This design comes from an exercise in tuning for small area, a short achievable clock period and few clock cycles per item on the open sky130 flow, not from production work. Only simulation tests tie the RTL to the original design; equivalence was not proved. No activity file was given, so power comes from the tool's default toggle rates.

Setup of run a:
==> flow/design.v (excerpt) <==
module riscv_div (
    input  logic        clk,
    input  logic        rst_n,
    input  logic        in_valid,
    input  logic [31:0] op_a,       
    input  logic [31:0] op_b,       
    input  logic [1:0]  opcode,     
    input  logic        out_ready,
    output logic        out_valid,
    output logic [31:0] result
  );
clock: 6.0 ns
lec_check: 0
cap_margin: 20
core_margin: 2
core_utilization: 50
cts_buf_list: sky130_fd_sc_hd__clkbuf_4 sky130_fd_sc_hd__clkbuf_8
place_density: 0.7
setup_slack_margin: 2.7
slew_margin: 20
standard.sh (not shown) runs the stock make flow with config.mk's settings and CLKGATE_MAP_FILE= SYNTH_SCRIPT=/design/flow/synth_recipe.tcl, a recipe that flattens the netlist after the stock synthesis.
==> flow/flow/run.sh <==
#!/bin/bash
# Standard layout, with the port buffers made from the smallest buffer cell
# instead of the one buffer_ports picks by default.
set -e
export BUFFER_PORTS_ARGS="-buffer_cell sky130_fd_sc_hd__buf_1"
bash standard.sh > standard.log 2>&1
Run a completed end to end with timing, DRC and antenna clean.
Testbench counts of run a, summed over its fixed seeds: cycles 27,127, items 3,200.
### run a -> run b
-- flow/config.mk --
<<< run a, line 9
export CORE_MARGIN = 2
export CORE_UTILIZATION = 50
export CTS_BUF_LIST = sky130_fd_sc_hd__clkbuf_4 sky130_fd_sc_hd__clkbuf_8
export PLACE_DENSITY = 0.7
export SETUP_SLACK_MARGIN = 2.7
export SLEW_MARGIN = 20
>>> run b, line 9
export CORE_MARGIN = 2
export CORE_UTILIZATION = 40
export PLACE_DENSITY = 0.6
export SETUP_SLACK_MARGIN = 2.5
export SLEW_MARGIN = 20
[summary]
Run b against run a: proportion of power drawn by combinational gates -3.0 points, worst hold margin +16 ps, final cycle utilization of the critical path +2.0 points, depth of the CTS H-tree ~0 delta, final layout net count -0.66%.
Summary: with run a as the reference, via count in run b moved down slightly.
Relative to run a, post-route core utilization decreased by 11 points in run b.
In run b, cell count is higher than in run a.
For run a, the highest-delay cell along the critical path was fa_2, unlike run b, where it was a2111oi_1.
Run b reports its endpoint of the worst setup timing path as div_i.sel_a while run a reports div_i.B[12].
Run b vs run a on final cell area excluding filler cells: run b is the higher one.

========
riscv_div again, from the RTL that the note above started with.
==> flow/config.mk <==
export PLATFORM = sky130hd
export DESIGN_NAME = riscv_div
export DESIGN_NICKNAME = riscv_div
export VERILOG_FILES = /design/flow/design.v
export SDC_FILE = /design/flow/constraint.sdc
export NUM_CORES = 4
export LEC_CHECK = 0
export CAP_MARGIN = 20
export CORE_MARGIN = 2
export CORE_UTILIZATION = 50
export PLACE_DENSITY = 0.7
export SETUP_SLACK_MARGIN = 2.7
export SLEW_MARGIN = 20
==> flow/constraint.sdc <==
create_clock -name core_clock -period 6.0 [get_ports {clk}]
set_input_delay 1.2000 -clock core_clock [delete_from_list [all_inputs] [get_ports {clk}]]
set_output_delay 1.2000 -clock core_clock [all_outputs]
set_load 0.01 [all_outputs]
Scripts as last shown in full above: flow/flow/run.sh
The starting point produced a clean layout.
Testbench counts at the start, summed over its fixed seeds: cycles 27,127, items 3,200.
Edit:
CORE_UTILIZATION = 60   (was 50)
PLACE_DENSITY = 0.75   (was 0.7)
Result: Worst setup slack degrades by 0.085 ns. Maximum frequency is lower by 2.5%. Die area decreases by 16%. Final area grows by 1.1%. Wire length is lower by 0.49%. Combinational power grows by 5.6%. Register-to-register slack degrades by 0.04 ns. Worst hold slack barely changes.
Edit:
CORE_UTILIZATION = 50   (was 60)
PLACE_DENSITY = 0.7   (was 0.75)
SETUP_SLACK_MARGIN = 2.5   (was 2.7)
The changed run finished clean.
Hold slack loses 0.0032 ns.
Power shrinks by about 6%.
Design area goes down by about 2.8%.
Setup slack is worse by 0.0055 ns.
Critical path depth goes down by 2.
Synthesized area is unchanged.
Routed wire length fell by about 1.2%.
Synthesized cell count stays the same.
Non-clock buffer count decreases by 16.
Register-to-register slack gets worse by 0.06 ns.
Utilization shrinks by 13 points.
Edit:
SETUP_SLACK_MARGIN = 2.9   (was 2.5)
What happened: Combinational power grows by a quarter to a third; sequential share of layout area decreases by 2.3 points; clock skew grows by 0.0050 ns; global-route usage climbs by 0.83 points; area after synthesis does not change.

[afterwards: timing with drivers on the ports]
The results above use ideal ports. As a check the final layouts listed here were re-extracted and re-timed, cells and wires unchanged.
Step 1, drivers: a clkbuf_16 drives clk and a buf_2 each remaining input, both assumed.
Step 2 moves the port delays by t, midway between the first and last clock arrival at a register: inputs arrive t later, outputs are due t later. That takes back most of the time a late clock gives input paths.
Three values: ideal, step 1, step 2; two values: the first two.
run	t (ns)	setup WS [ns]	worst hold slack (ns)
run a	0.508	2.685 / 2.685 / 2.224	0.575 / 0.571 / 0.575
run b	0.481	2.566 / 2.577 / 2.112	0.592 / 0.592 / 0.592
the first run of note 2	0.469	2.687 / 2.710 / 2.242	0.574 / 0.574 / 0.574
the second run of note 2	0.474	2.602 / 2.630 / 2.156	0.573 / 0.573 / 0.573
the third run of note 2	0.470	2.597 / 2.622 / 2.154	0.570 / 0.570 / 0.570
the fourth run of note 2	0.479	2.853 / 2.853 / 2.499	0.518 / 0.518 / 0.518
After both steps setup and hold are still met in every run listed. For run a, which loses most, drivers alone change the setup slack by 0.000 ns; drivers and shift together by -0.461 ns.
